This design comes from an exercise in tuning for small area, a short achievable clock period and few clock cycles per item on the open sky130 flow, not from production work.
Where RTL was checked, it was by simulation tests only, not by an equivalence proof against the original.
No activity file was given, so power comes from the tool's default toggle rates.

==> sierra: inputs <==
Design fir_top, start of the top module:
module fir_top #(
    parameter K  = 8,
    parameter DW = 8,
    parameter CW = 8
)(
    input  wire clk,
    input  wire rst,
    input  wire start,
    input  wire signed [DW-1:0] x_in,
    output wire signed [DW+CW+$clog2(K):0] y_out,
    output wire data_valid
);
export LEC_CHECK = 0
export CAP_MARGIN = 20
export CORE_MARGIN = 2
export CORE_UTILIZATION = 40
export CTS_BUF_LIST = sky130_fd_sc_hd__clkbuf_8
export CTS_CLUSTER_SIZE = 30
export SETUP_SLACK_MARGIN = 3.8
export SLEW_MARGIN = 20
export SYNTH_HIERARCHICAL = 1
create_clock -name core_clock -period 6.0 [get_ports {clk}]
standard.sh (not shown) runs the stock make flow with config.mk's settings and CLKGATE_MAP_FILE= SYNTH_SCRIPT=/design/flow/synth_recipe.tcl, a recipe that flattens the netlist after the stock synthesis.
==> flow/flow/run.sh <==
#!/bin/bash
# The standard layout (standard.sh) with these changes:
#  - port buffers are buf_1 cells instead of the flow's default pick
#    (clkdlybuf4s50_1, a slow delay cell);
#  - synthesis is the standard flow's script, except that
#    - Yosys's full/half adder extraction runs only inside the fa_cell and
#      ha_cell modules, so the final adder is left to abc as plain gates (the
#      extracted fa_1/ha_1 cells are slow on its carry path);
#    - the adders use Yosys's default carry-lookahead map, not ORFS's
#      Kogge-Stone one (abc makes them smaller and as fast from it);
#    - abc maps the top module with ORFS's abc_area.script (it builds the
#      final adder from fast NAND gates) and the small cell modules with the
#      default abc_speed.script (which keeps the history muxes as a22o).
#  - clock tree synthesis inserts no dummy loads (they only add area here).
#  Registers are untouched.
set -euo pipefail
W=$(pwd)
export BUFFER_PORTS_ARGS="-buffer_cell sky130_fd_sc_hd__buf_1"
# ORFS's clock tree settings (as config.mk would set them), without dummy loads
export CTS_ARGS="-sink_clustering_enable -repair_clock_nets -sink_clustering_size 30 -buf_list sky130_fd_sc_hd__clkbuf_8 -dont_use_dummy_load"
sed -e 's|extract_fa {\*}\[dont_use_extract_fa_args\]|extract_fa {*}[dont_use_extract_fa_args] fa_cell ha_cell|' \
    -e 's|"-extra-map \$::env(FLOW_HOME)/platforms/common/lcu_kogge_stone.v"|""|' \
    -e 's|^  log_cmd abc {\*}\$abc_args$|  log_cmd abc {*}$abc_args fir_top %n\n  log_cmd abc {*}[lreplace $abc_args 1 1 $::env(SCRIPTS_DIR)/abc_area.script] fir_top|' \
    "$FLOW_HOME/scripts/synth.tcl" > "$W/flow_synth_core.tcl"
grep -q 'dont_use_extract_fa_args\] fa_cell ha_cell' "$W/flow_synth_core.tcl"
! grep -q 'lcu_kogge_stone' "$W/flow_synth_core.tcl"
grep -q 'abc_area.script\] fir_top' "$W/flow_synth_core.tcl"
sed "s|source \$::env(SCRIPTS_DIR)/synth.tcl|source $W/flow_synth_core.tcl|" synth_recipe.tcl > "$W/flow_synth.tcl"
grep -q "flow_synth_core.tcl" "$W/flow_synth.tcl"
sed "s|SYNTH_SCRIPT=[^ ]*|SYNTH_SCRIPT=$W/flow_synth.tcl|" standard.sh > "$W/flow_standard.sh"
grep -q "SYNTH_SCRIPT=$W/flow_synth.tcl" "$W/flow_standard.sh"
bash "$W/flow_standard.sh" > "$W/standard.log" 2>&1
==> inputs of indigo, as changes to sierra <==
--- a/flow/design.v
+++ b/flow/design.v
@@ -7,14 +7,20 @@
     assign co = a & b;
 endmodule
 module hold_cell (input wire ld, input wire hd, input wire d, input wire q, output wire o);
     assign o = (ld & d) | (hd & q);
 endmodule
 module hold1_cell (input wire ld, input wire hd, input wire r, input wire d, input wire q, output wire o);
     assign o = (ld & d) | (hd & q) | r;
+endmodule
+module add12 (input wire [11:0] a, input wire [11:0] b, output wire [11:0] s);
+    assign s = a + b;
+endmodule
+module add10 (input wire [9:0] a, input wire [7:0] b, output wire [9:0] s);
+    assign s = a + {2'b00, b};
 endmodule
 module fir_top #(
     parameter K  = 8,
     parameter DW = 8,
     parameter CW = 8
 )(
     input  wire clk,
@@ -24,33 +30,15 @@
     output wire signed [DW+CW+$clog2(K):0] y_out,
     output wire data_valid
 );
     reg [7:0] u1, u2, u3, u4, u5, u6, u7;
     reg [11:0] ra, rb;
     reg [11:0] y;
     reg dv;
-    wire [7:0] u_in = {~x_in[7], x_in[6:0]};
-    wire ld = start & ~rst;
-    wire hd = ~start & ~rst;
-    wire [55:0] hist = {u7, u6, u5, u4, u3, u2, u1};
-    wire [55:0] hin  = {u6, u5, u4, u3, u2, u1, u_in};
-    localparam [55:0] RST1 = {7{8'h80}};
-    wire [55:0] hnx;
-    genvar gi;
-    generate
-        for (gi = 0; gi < 56; gi = gi + 1) begin : g_hist
-            if (RST1[gi]) begin : g_one
-                hold1_cell u_h (.ld(ld), .hd(hd), .r(rst), .d(hin[gi]), .q(hist[gi]), .o(hnx[gi]));
-            end else begin : g_zero
-                hold_cell u_h (.ld(ld), .hd(hd), .d(hin[gi]), .q(hist[gi]), .o(hnx[gi]));
-            end
-        end
-    endgenerate
-    always @(posedge clk)
-        {u7, u6, u5, u4, u3, u2, u1} <= hnx;
+    wire [7:0]  u_in = {~x_in[7], x_in[6:0]};
     wire s1, c1;
     ha_cell u_ha1 (.a(u1[1]), .b(u2[1]), .s(s1), .co(c1));
     wire s2, c2;
     fa_cell u_fa2 (.a(u1[2]), .b(u2[2]), .c(u3[2]), .s(s2), .co(c2));
     wire s3, c3;
     ha_cell u_ha3 (.a(u4[2]), .b(u5[2]), .s(s3), .co(c3));
     wire s4, c4;
@@ -141,32 +129,44 @@
     fa_cell u_fa46 (.a(c26), .b(s37), .c(c36), .s(s46), .co(c46));
     wire s47, c47;
     fa_cell u_fa47 (.a(c28), .b(s38), .c(c37), .s(s47), .co(c47));
     wire s48, c48;
     fa_cell u_fa48 (.a(u7[7]), .b(c29), .c(c38), .s(s48), .co(c48));
     wire [11:0] pr0 = {1'b0, c48, s48, s47, s46, s45, s44, s43, s42, s41, s40, s30};
     wire [11:0] pr1 = {1'b0, 1'b0, c47, c46, c45, c44, c43, c42, c41, c40, c39, s39};
-    localparam [11:0] RA0 = 12'd1536;
-    localparam [11:0] RB0 = 12'd0;
-    always @(posedge clk or posedge rst) begin
+    wire [11:0] p, s;
+    add12 u_add_p (.a(ra), .b(rb), .s(p));
+    add10 u_add_s (.a(p[11:2]), .b(u_in), .s(s[11:2]));
+    assign s[1:0] = p[1:0];
+    wire ld = start & ~rst;
+    wire hd = ~start & ~rst;
+    wire [55:0] hist = {u7, u6, u5, u4, u3, u2, u1};
+    wire [55:0] hin  = {u6, u5, u4, u3, u2, u1, u_in};
+    wire [55:0] hnx;
+    genvar gi;
+    generate
+        for (gi = 0; gi < 56; gi = gi + 1) begin : g_hist
+            if (gi % 8 == 7) begin : g_msb
+                hold1_cell u_h (.ld(ld), .hd(hd), .r(rst), .d(hin[gi]), .q(hist[gi]), .o(hnx[gi]));
+            end else begin : g_low
+                hold_cell u_h (.ld(ld), .hd(hd), .d(hin[gi]), .q(hist[gi]), .o(hnx[gi]));
+            end
+        end
+    endgenerate
+    always @(posedge clk)
+        {u7, u6, u5, u4, u3, u2, u1} <= hnx;
+    always @(posedge clk) begin
         if (rst) begin
-            ra <= RA0;
-            rb <= RB0;
+            ra <= 12'd1536;
+            rb <= 12'd0;
         end else begin
             ra <= pr0;
             rb <= pr1;
         end
     end
-    wire [11:0] uu = {2'b00, u_in, 2'b00};
-    wire [11:0] sx = ra ^ rb;
-    wire [11:0] sg = ra & rb;
-    wire [11:0] so = ra | rb;
-    wire [11:0] ss = sx ^ uu;
-    wire [11:0] sk = sg | (uu & so);
-    wire [11:0] s  = ss + {sk[10:0], 1'b0};
     always @(posedge clk)
         y <= {~s[11], s[10:0]};
     always @(posedge clk or posedge rst) begin
         if (rst) dv <= 1'b0;
         else     dv <= start;
     end
     assign y_out = {{8{y[11]}}, y};
==> flow/flow/run.sh (replaced) <==
#!/bin/bash
# Standard layout, except: port buffers are buf_1 cells instead of the flow's
# default pick (clkdlybuf4s50_1, a slow delay cell), and synthesis leaves the
# adders to abc (no fa_1/ha_1 extraction), so that they map for speed.
set -euo pipefail
export BUFFER_PORTS_ARGS="-buffer_cell sky130_fd_sc_hd__buf_1"
export ADDER_MAP_FILE=
bash standard.sh > standard.log 2>&1
- ABC_CLOCK_PERIOD_IN_PS: unset -> 2000
- CTS_BUF_LIST: sky130_fd_sc_hd__clkbuf_8 -> unset
- CTS_CLUSTER_SIZE: 30 -> unset
- SETUP_SLACK_MARGIN: 3.8 -> unset
- SYNTH_HIERARCHICAL: 1 -> 0
==> inputs of willow, as changes to sierra <==
--- a/flow/design.v
+++ b/flow/design.v
@@ -7,14 +7,20 @@
     assign co = a & b;
 endmodule
 module hold_cell (input wire ld, input wire hd, input wire d, input wire q, output wire o);
     assign o = (ld & d) | (hd & q);
 endmodule
 module hold1_cell (input wire ld, input wire hd, input wire r, input wire d, input wire q, output wire o);
     assign o = (ld & d) | (hd & q) | r;
+endmodule
+module add12 (input wire [11:0] a, input wire [11:0] b, output wire [11:0] s);
+    assign s = a + b;
+endmodule
+module add10 (input wire [9:0] a, input wire [7:0] b, output wire [9:0] s);
+    assign s = a + {2'b00, b};
 endmodule
 module fir_top #(
     parameter K  = 8,
     parameter DW = 8,
     parameter CW = 8
 )(
     input  wire clk,
@@ -24,33 +30,15 @@
     output wire signed [DW+CW+$clog2(K):0] y_out,
     output wire data_valid
 );
     reg [7:0] u1, u2, u3, u4, u5, u6, u7;
     reg [11:0] ra, rb;
     reg [11:0] y;
     reg dv;
-    wire [7:0] u_in = {~x_in[7], x_in[6:0]};
-    wire ld = start & ~rst;
-    wire hd = ~start & ~rst;
-    wire [55:0] hist = {u7, u6, u5, u4, u3, u2, u1};
-    wire [55:0] hin  = {u6, u5, u4, u3, u2, u1, u_in};
-    localparam [55:0] RST1 = {7{8'h80}};
-    wire [55:0] hnx;
-    genvar gi;
-    generate
-        for (gi = 0; gi < 56; gi = gi + 1) begin : g_hist
-            if (RST1[gi]) begin : g_one
-                hold1_cell u_h (.ld(ld), .hd(hd), .r(rst), .d(hin[gi]), .q(hist[gi]), .o(hnx[gi]));
-            end else begin : g_zero
-                hold_cell u_h (.ld(ld), .hd(hd), .d(hin[gi]), .q(hist[gi]), .o(hnx[gi]));
-            end
-        end
-    endgenerate
-    always @(posedge clk)
-        {u7, u6, u5, u4, u3, u2, u1} <= hnx;
+    wire [7:0]  u_in = {~x_in[7], x_in[6:0]};
     wire s1, c1;
     ha_cell u_ha1 (.a(u1[1]), .b(u2[1]), .s(s1), .co(c1));
     wire s2, c2;
     fa_cell u_fa2 (.a(u1[2]), .b(u2[2]), .c(u3[2]), .s(s2), .co(c2));
     wire s3, c3;
     ha_cell u_ha3 (.a(u4[2]), .b(u5[2]), .s(s3), .co(c3));
     wire s4, c4;
@@ -141,32 +129,44 @@
     fa_cell u_fa46 (.a(c26), .b(s37), .c(c36), .s(s46), .co(c46));
     wire s47, c47;
     fa_cell u_fa47 (.a(c28), .b(s38), .c(c37), .s(s47), .co(c47));
     wire s48, c48;
     fa_cell u_fa48 (.a(u7[7]), .b(c29), .c(c38), .s(s48), .co(c48));
     wire [11:0] pr0 = {1'b0, c48, s48, s47, s46, s45, s44, s43, s42, s41, s40, s30};
     wire [11:0] pr1 = {1'b0, 1'b0, c47, c46, c45, c44, c43, c42, c41, c40, c39, s39};
-    localparam [11:0] RA0 = 12'd1536;
-    localparam [11:0] RB0 = 12'd0;
-    always @(posedge clk or posedge rst) begin
+    wire [11:0] p, s;
+    add12 u_add_p (.a(ra), .b(rb), .s(p));
+    add10 u_add_s (.a(p[11:2]), .b(u_in), .s(s[11:2]));
+    assign s[1:0] = p[1:0];
+    wire ld = start & ~rst;
+    wire hd = ~start & ~rst;
+    wire [55:0] hist = {u7, u6, u5, u4, u3, u2, u1};
+    wire [55:0] hin  = {u6, u5, u4, u3, u2, u1, u_in};
+    wire [55:0] hnx;
+    genvar gi;
+    generate
+        for (gi = 0; gi < 56; gi = gi + 1) begin : g_hist
+            if (gi % 8 == 7) begin : g_msb
+                hold1_cell u_h (.ld(ld), .hd(hd), .r(rst), .d(hin[gi]), .q(hist[gi]), .o(hnx[gi]));
+            end else begin : g_low
+                hold_cell u_h (.ld(ld), .hd(hd), .d(hin[gi]), .q(hist[gi]), .o(hnx[gi]));
+            end
+        end
+    endgenerate
+    always @(posedge clk)
+        {u7, u6, u5, u4, u3, u2, u1} <= hnx;
+    always @(posedge clk) begin
         if (rst) begin
-            ra <= RA0;
-            rb <= RB0;
+            ra <= 12'd1536;
+            rb <= 12'd0;
         end else begin
             ra <= pr0;
             rb <= pr1;
         end
     end
-    wire [11:0] uu = {2'b00, u_in, 2'b00};
-    wire [11:0] sx = ra ^ rb;
-    wire [11:0] sg = ra & rb;
-    wire [11:0] so = ra | rb;
-    wire [11:0] ss = sx ^ uu;
-    wire [11:0] sk = sg | (uu & so);
-    wire [11:0] s  = ss + {sk[10:0], 1'b0};
     always @(posedge clk)
         y <= {~s[11], s[10:0]};
     always @(posedge clk or posedge rst) begin
         if (rst) dv <= 1'b0;
         else     dv <= start;
     end
     assign y_out = {{8{y[11]}}, y};
==> flow/flow/run.sh (replaced) <==
#!/bin/bash
# Standard layout, except that the port buffers are buf_1 cells instead of
# the flow's default pick (clkdlybuf4s50_1, a slow delay cell).
set -euo pipefail
export BUFFER_PORTS_ARGS="-buffer_cell sky130_fd_sc_hd__buf_1"
bash standard.sh > standard.log 2>&1
- CTS_BUF_LIST: sky130_fd_sc_hd__clkbuf_8 -> unset
- CTS_CLUSTER_SIZE: 30 -> unset
- SETUP_SLACK_MARGIN: 3.8 -> unset
==> qor summary <==
| item | indigo | sierra | willow |
|---|---|---|---|
| Setup WS post-layout | 2236 ps | 3563 ps | 2722 ps |
| Placed instance area | 5132 um^2 | 4507 um^2 | 4627 um^2 |
| Number of DRC markers after the initial detailed-route iteration | 164 | 91 | 128 |
| Area used by multi-input combinational logic | 2967 um^2 | 2147 um^2 | 2472 um^2 |
| Layout Area Growth over Synthesis | 10.27% | 12.14% | 10.26% |
| Vert. Die Dim | 115.2 um | 106.9 um | 108.5 um |
| Count of buffer and inverter cells on the critical path | 1 | 0 | 1 |
| Crit path max fanout | 8 | 2 | 4 |
| Setup repair after global routing missed its margin | false | true | false |
| Power, Total | 1.409 mW | 1.322 mW | 1.354 mW |
| Commonest non-fill, non-tap cell in the layout | dfxtp_1 | nand2_1 | dfxtp_1 |
| Metal1 wirelength | 4.216 mm | 3.417 mm | 3.472 mm |
| Final std cell area, no fill | 5453 um^2 | 4750 um^2 | 4815 um^2 |
| Count of standard-cell rows | 40 | 37 | 38 |
| Outcome | complete, no violations | complete, no violations | complete, no violations |
| Synth top area share | 0.3603 | 0.3214 | 0.4080 |
| Net count of the finished layout | 572 | 482 | 459 |
| Internal Pwr Total | 1.072 mW | 913.3 uW | 958.4 uW |
| Via density | 4.823 | 4.786 | 5.052 |
| Highest clock rate | 265.7 MHz | 410.4 MHz | 305.0 MHz |
No run of this note included a check of the RTL's function; only the layout flow was run.


==> inputs of exp/xenon <==
Another version of the RTL of fir_top (not shown whole).
export LEC_CHECK = 0
export CAP_MARGIN = 20
export CORE_MARGIN = 2
export CORE_UTILIZATION = 40
export SLEW_MARGIN = 20
export SYNTH_HIERARCHICAL = 1
create_clock -name core_clock -period 6.0 [get_ports {clk}]
==> flow/flow/run.sh <==
#!/bin/bash
# The standard layout (standard.sh) with two changes:
#  - port buffers are buf_1 cells instead of the flow's default pick
#    (clkdlybuf4s50_1, a slow delay cell);
#  - synthesis is the standard flow's script, except that Yosys's full/half adder
#    extraction runs only inside the fa_cell and ha_cell modules, so that the
#    final adder is left to abc as plain gates (the extracted fa_1/ha_1 cells
#    are slow on its carry path). Registers are untouched.
set -euo pipefail
W=$(pwd)
export BUFFER_PORTS_ARGS="-buffer_cell sky130_fd_sc_hd__buf_1"
sed 's|extract_fa {\*}\[dont_use_extract_fa_args\]|extract_fa {*}[dont_use_extract_fa_args] fa_cell ha_cell|' \
    "$FLOW_HOME/scripts/synth.tcl" > "$W/flow_synth_core.tcl"
grep -q 'dont_use_extract_fa_args\] fa_cell ha_cell' "$W/flow_synth_core.tcl"
sed "s|source \$::env(SCRIPTS_DIR)/synth.tcl|source $W/flow_synth_core.tcl|" synth_recipe.tcl > "$W/flow_synth.tcl"
grep -q "flow_synth_core.tcl" "$W/flow_synth.tcl"
sed "s|SYNTH_SCRIPT=[^ ]*|SYNTH_SCRIPT=$W/flow_synth.tcl|" standard.sh > "$W/flow_standard.sh"
grep -q "SYNTH_SCRIPT=$W/flow_synth.tcl" "$W/flow_standard.sh"
bash "$W/flow_standard.sh" > "$W/standard.log" 2>&1
==> exp/delta (differences from exp/xenon) <==
ABC_AREA = 1   (was unset)
SETUP_SLACK_MARGIN = 3.6   (was unset)
==> exp/nickel (differences from exp/xenon) <==
--- a/flow/design.v
+++ b/flow/design.v
@@ -20,20 +20,38 @@
     input  wire clk,
     input  wire rst,
     input  wire start,
     input  wire signed [DW-1:0] x_in,
     output wire signed [DW+CW+$clog2(K):0] y_out,
     output wire data_valid
 );
     reg [7:0] u1, u2, u3, u4, u5, u6, u7;
-    reg [11:0] ra, rb;
+    reg [11:0] ra, rb, rc;
     reg [11:0] y;
     reg dv;
-    wire [7:0]  u_in = {~x_in[7], x_in[6:0]};
+    wire [7:0] u_in = {~x_in[7], x_in[6:0]};
+    wire ld = start & ~rst;
+    wire hd = ~start & ~rst;
+    wire [55:0] hist = {u7, u6, u5, u4, u3, u2, u1};
+    wire [55:0] hin  = {u6, u5, u4, u3, u2, u1, u_in};
+    localparam [55:0] RST1 = {7{8'h80}};
+    wire [55:0] hnx;
+    genvar gi;
+    generate
+        for (gi = 0; gi < 56; gi = gi + 1) begin : g_hist
+            if (RST1[gi]) begin : g_one
+                hold1_cell u_h (.ld(ld), .hd(hd), .r(rst), .d(hin[gi]), .q(hist[gi]), .o(hnx[gi]));
+            end else begin : g_zero
+                hold_cell u_h (.ld(ld), .hd(hd), .d(hin[gi]), .q(hist[gi]), .o(hnx[gi]));
+            end
+        end
+    endgenerate
+    always @(posedge clk)
+        {u7, u6, u5, u4, u3, u2, u1} <= hnx;
     wire s1, c1;
     ha_cell u_ha1 (.a(u1[1]), .b(u2[1]), .s(s1), .co(c1));
     wire s2, c2;
     fa_cell u_fa2 (.a(u1[2]), .b(u2[2]), .c(u3[2]), .s(s2), .co(c2));
     wire s3, c3;
     ha_cell u_ha3 (.a(u4[2]), .b(u5[2]), .s(s3), .co(c3));
     wire s4, c4;
     fa_cell u_fa4 (.a(u1[3]), .b(u2[3]), .c(u3[3]), .s(s4), .co(c4));
@@ -100,67 +118,62 @@
     wire s35, c35;
     fa_cell u_fa35 (.a(s23), .b(s24), .c(c21), .s(s35), .co(c35));
     wire s36, c36;
     fa_cell u_fa36 (.a(s25), .b(s26), .c(c23), .s(s36), .co(c36));
     wire s37, c37;
     fa_cell u_fa37 (.a(s27), .b(s28), .c(c25), .s(s37), .co(c37));
     wire s38, c38;
     fa_cell u_fa38 (.a(c13), .b(s29), .c(c27), .s(s38), .co(c38));
+    wire [11:0] pr0 = {1'b0, 1'b0, u7[7], c28, c26, c24, c22, c20, c18, c16, c14, u7[0]};
+    localparam [11:0] R00 = 12'd512;
+    wire [11:0] pr1 = {1'b0, 1'b0, c29, s38, s37, s36, s35, s34, s33, s32, s31, s14};
+    localparam [11:0] R10 = 12'd512;
+    wire [11:0] pr2 = {1'b0, 1'b0, c38, c37, c36, c35, c34, c33, c32, c31, c30, s30};
+    localparam [11:0] R20 = 12'd512;
     wire s39, c39;
-    ha_cell u_ha39 (.a(u7[0]), .b(s14), .s(s39), .co(c39));
+    fa_cell u_fa39 (.a(u7[0]), .b(rb[0]), .c(rc[0]), .s(s39), .co(c39));
     wire s40, c40;
-    fa_cell u_fa40 (.a(c14), .b(s31), .c(c30), .s(s40), .co(c40));
+    fa_cell u_fa40 (.a(ra[1]), .b(rb[1]), .c(rc[1]), .s(s40), .co(c40));
     wire s41, c41;
-    fa_cell u_fa41 (.a(c16), .b(s32), .c(c31), .s(s41), .co(c41));
+    fa_cell u_fa41 (.a(ra[2]), .b(rb[2]), .c(rc[2]), .s(s41), .co(c41));
     wire s42, c42;
-    fa_cell u_fa42 (.a(c18), .b(s33), .c(c32), .s(s42), .co(c42));
+    fa_cell u_fa42 (.a(ra[3]), .b(rb[3]), .c(rc[3]), .s(s42), .co(c42));
     wire s43, c43;
-    fa_cell u_fa43 (.a(c20), .b(s34), .c(c33), .s(s43), .co(c43));
+    fa_cell u_fa43 (.a(ra[4]), .b(rb[4]), .c(rc[4]), .s(s43), .co(c43));
     wire s44, c44;
-    fa_cell u_fa44 (.a(c22), .b(s35), .c(c34), .s(s44), .co(c44));
+    fa_cell u_fa44 (.a(ra[5]), .b(rb[5]), .c(rc[5]), .s(s44), .co(c44));
     wire s45, c45;
-    fa_cell u_fa45 (.a(c24), .b(s36), .c(c35), .s(s45), .co(c45));
+    fa_cell u_fa45 (.a(ra[6]), .b(rb[6]), .c(rc[6]), .s(s45), .co(c45));
     wire s46, c46;
-    fa_cell u_fa46 (.a(c26), .b(s37), .c(c36), .s(s46), .co(c46));
+    fa_cell u_fa46 (.a(ra[7]), .b(rb[7]), .c(rc[7]), .s(s46), .co(c46));
     wire s47, c47;
-    fa_cell u_fa47 (.a(c28), .b(s38), .c(c37), .s(s47), .co(c47));
+    fa_cell u_fa47 (.a(ra[8]), .b(rb[8]), .c(rc[8]), .s(s47), .co(c47));
     wire s48, c48;
-    fa_cell u_fa48 (.a(u7[7]), .b(c29), .c(c38), .s(s48), .co(c48));
-    localparam [11:0] RA0 = 12'd1536;
-    localparam [11:0] RB0 = 12'd0;
-    wire [11:0] pr0 = {1'b0, c48, s48, s47, s46, s45, s44, s43, s42, s41, s40, s30};
-    wire [11:0] pr1 = {1'b0, 1'b0, c47, c46, c45, c44, c43, c42, c41, c40, c39, s39};
-    wire [11:0] s = ra + rb + {2'b00, u_in, 2'b00};
-    wire ld = start & ~rst;
-    wire hd = ~start & ~rst;
-    wire [55:0] hist = {u7, u6, u5, u4, u3, u2, u1};
-    wire [55:0] hin  = {u6, u5, u4, u3, u2, u1, u_in};
-    wire [55:0] hnx;
-    genvar gi;
-    generate
-        for (gi = 0; gi < 56; gi = gi + 1) begin : g_hist
-            if (gi % 8 == 7) begin : g_msb
-                hold1_cell u_h (.ld(ld), .hd(hd), .r(rst), .d(hin[gi]), .q(hist[gi]), .o(hnx[gi]));
-            end else begin : g_low
-                hold_cell u_h (.ld(ld), .hd(hd), .d(hin[gi]), .q(hist[gi]), .o(hnx[gi]));
-            end
-        end
-    endgenerate
-    always @(posedge clk)
-        {u7, u6, u5, u4, u3, u2, u1} <= hnx;
-    always @(posedge clk) begin
+    fa_cell u_fa48 (.a(u7[7]), .b(rb[9]), .c(rc[9]), .s(s48), .co(c48));
+    wire [11:0] pa = {1'b0, 1'b0, s48, s47, s46, s45, s44, s43, s42, s41, s40, s39};
+    wire [11:0] pb = {1'b0, c48, c47, c46, c45, c44, c43, c42, c41, c40, c39, 1'b0};
+    always @(posedge clk or posedge rst) begin
         if (rst) begin
-            ra <= RA0;
-            rb <= RB0;
+            ra <= R00;
+            rb <= R10;
+            rc <= R20;
         end else begin
             ra <= pr0;
             rb <= pr1;
+            rc <= pr2;
         end
     end
+    wire [11:0] uu = {2'b00, u_in, 2'b00};
+    wire [11:0] sx = pa ^ pb;
+    wire [11:0] sg = pa & pb;
+    wire [11:0] so = pa | pb;
+    wire [11:0] ss = sx ^ uu;
+    wire [11:0] sk = sg | (uu & so);
+    wire [11:0] s  = ss + {sk[10:0], 1'b0};
     always @(posedge clk)
         y <= {~s[11], s[10:0]};
     always @(posedge clk or posedge rst) begin
         if (rst) dv <= 1'b0;
         else     dv <= start;
     end
     assign y_out = {{8{y[11]}}, y};
     assign data_valid = dv;
==> flow/flow/run.sh (replaced) <==
#!/bin/bash
# The standard layout (standard.sh) with these changes:
#  - port buffers are buf_1 cells instead of the flow's default pick
#    (clkdlybuf4s50_1, a slow delay cell);
#  - synthesis is the standard flow's script, except that
#    - Yosys's full/half adder extraction runs only inside the fa_cell and
#      ha_cell modules, so the final adder is left to abc as plain gates (the
#      extracted fa_1/ha_1 cells are slow on its carry path);
#    - the adders use Yosys's default carry-lookahead map, not ORFS's
#      Kogge-Stone one (abc makes them smaller and as fast from it);
#    - abc maps the top module with ORFS's abc_area.script (it builds the
#      final adder from fast NAND gates) and the small cell modules with the
#      default abc_speed.script (which keeps the history muxes as a22o).
#  - clock tree synthesis inserts no dummy loads (they only add area here).
#  Registers are untouched.
set -euo pipefail
W=$(pwd)
export BUFFER_PORTS_ARGS="-buffer_cell sky130_fd_sc_hd__buf_1"
# ORFS's clock tree settings (as config.mk would set them), without dummy loads
export CTS_ARGS="-sink_clustering_enable -repair_clock_nets -sink_clustering_size 30 -buf_list sky130_fd_sc_hd__clkbuf_8 -dont_use_dummy_load"
sed -e 's|extract_fa {\*}\[dont_use_extract_fa_args\]|extract_fa {*}[dont_use_extract_fa_args] fa_cell ha_cell|' \
    -e 's|"-extra-map \$::env(FLOW_HOME)/platforms/common/lcu_kogge_stone.v"|""|' \
    -e 's|^  log_cmd abc {\*}\$abc_args$|  log_cmd abc {*}$abc_args fir_top %n\n  log_cmd abc {*}[lreplace $abc_args 1 1 $::env(SCRIPTS_DIR)/abc_area.script] fir_top|' \
    "$FLOW_HOME/scripts/synth.tcl" > "$W/flow_synth_core.tcl"
grep -q 'dont_use_extract_fa_args\] fa_cell ha_cell' "$W/flow_synth_core.tcl"
! grep -q 'lcu_kogge_stone' "$W/flow_synth_core.tcl"
grep -q 'abc_area.script\] fir_top' "$W/flow_synth_core.tcl"
sed "s|source \$::env(SCRIPTS_DIR)/synth.tcl|source $W/flow_synth_core.tcl|" synth_recipe.tcl > "$W/flow_synth.tcl"
grep -q "flow_synth_core.tcl" "$W/flow_synth.tcl"
sed "s|SYNTH_SCRIPT=[^ ]*|SYNTH_SCRIPT=$W/flow_synth.tcl|" standard.sh > "$W/flow_standard.sh"
grep -q "SYNTH_SCRIPT=$W/flow_synth.tcl" "$W/flow_standard.sh"
bash "$W/flow_standard.sh" > "$W/standard.log" 2>&1
CTS_BUF_LIST = sky130_fd_sc_hd__clkbuf_8   (was unset)
CTS_CLUSTER_SIZE = 30   (was unset)
SETUP_SLACK_MARGIN = 3.8   (was unset)
==> notes <==
- exp/delta went through all stages and came out clean. exp/nickel completed without violations. exp/xenon went through all stages and came out clean.
- First-iteration DRC count: exp/delta < exp/xenon < exp/nickel.
- Sequential power, lowest first: exp/delta, exp/xenon, exp/nickel.
- Critical path depth, lowest first: exp/delta, exp/xenon, exp/nickel.
- Cell area: exp/delta > exp/xenon > exp/nickel.
- The lowest clock power belongs to exp/nickel, the highest to exp/xenon.
- The highest die area belongs to exp/xenon, the lowest to exp/nickel.
==> figures <==
| metric | exp/xenon | exp/delta | exp/nickel |
|---|---|---|---|
| Parity-gate share of the synthesized area counting xor and xnor cells | 8.306% | 1.161% | 2.950% |
| Tap Count | 143 | 140 | 140 |
| Crit-path slowest cell | xor3_1 | fa_1 | buf_1 |
| Clock buffer count in the final layout | 15 | 14 | 9 |
| Overall global routing resource usage | 13.40% | 15.50% | 14.33% |
| Worst Slack Setup Final | 3.088 ns | 3.473 ns | 3.804 ns |
| Worst hold start | u5[2]$_DFF_P_ | u6[3]$_DFF_P_ | u2[1]$_DFF_P_ |
| Period minus WS final | 2.912 ns | 2.527 ns | 2.196 ns |
| Total number of vias | 2896 | 3201 | 2675 |
| Status | finished clean | finished clean | finished clean |
| Worst Hold Path Cells | 1 | 2 | 1 |
| Maximum cell stage delay along the critical path | 0.45 ns | 0.56 ns | 0.26 ns |
| Count of placed standard cells including taps | 538 | 705 | 531 |
Testbench counts of exp/nickel, summed over its fixed seeds: cycles 16,000, items 8,000.
Function not checked in exp/xenon and exp/delta: the RTL went through the layout flow alone.

port drivers added, routing unchanged:
In the flow no input, the clock included, has a driving cell. The finished layouts below were timed again as built, in two steps. Step 1, drivers: a clkbuf_16 drives clk and a buf_2 each remaining input, both assumed. Step 2 adds t to the input delays and takes it off the output delays; t is the mean of the earliest and latest rising clock arrival at the registers after step 1. Input paths then give back, and output paths get back, about the clock's delay inside the block. a / b / c = no drivers / after step 1 / after step 2; a / b = the first two.
| run | shift t [ns] | setup slack, ns | worst hold slack (ns) | worst slew at a driven data input, ns |
|---|---|---|---|---|
| sierra | 0.384 | 3.563 / 3.563 / 3.541 | 0.490 / 0.490 / 0.490 | 0.03 |
| indigo | 0.374 | 2.236 / 2.255 / 1.881 | 0.481 / 0.481 / 0.481 | 0.03 |
| willow | 0.384 | 2.722 / 2.722 / 2.722 | 0.463 / 0.463 / 0.463 | 0.03 |
| exp/xenon | 0.368 | 3.088 / 3.088 / 2.720 | 0.506 / 0.506 / 0.506 | 0.05 |
| exp/delta | 0.369 | 3.473 / 3.473 / 3.406 | 0.462 / 0.462 / 0.462 | 0.03 |
| exp/nickel | 0.390 | 3.804 / 3.817 / 3.427 | 0.519 / 0.519 / 0.519 | 0.04 |
After both steps setup and hold are still met in every run listed. The setup slack of exp/nickel, which loses most, moves by +0.013 ns with the drivers and by -0.377 ns with both steps.
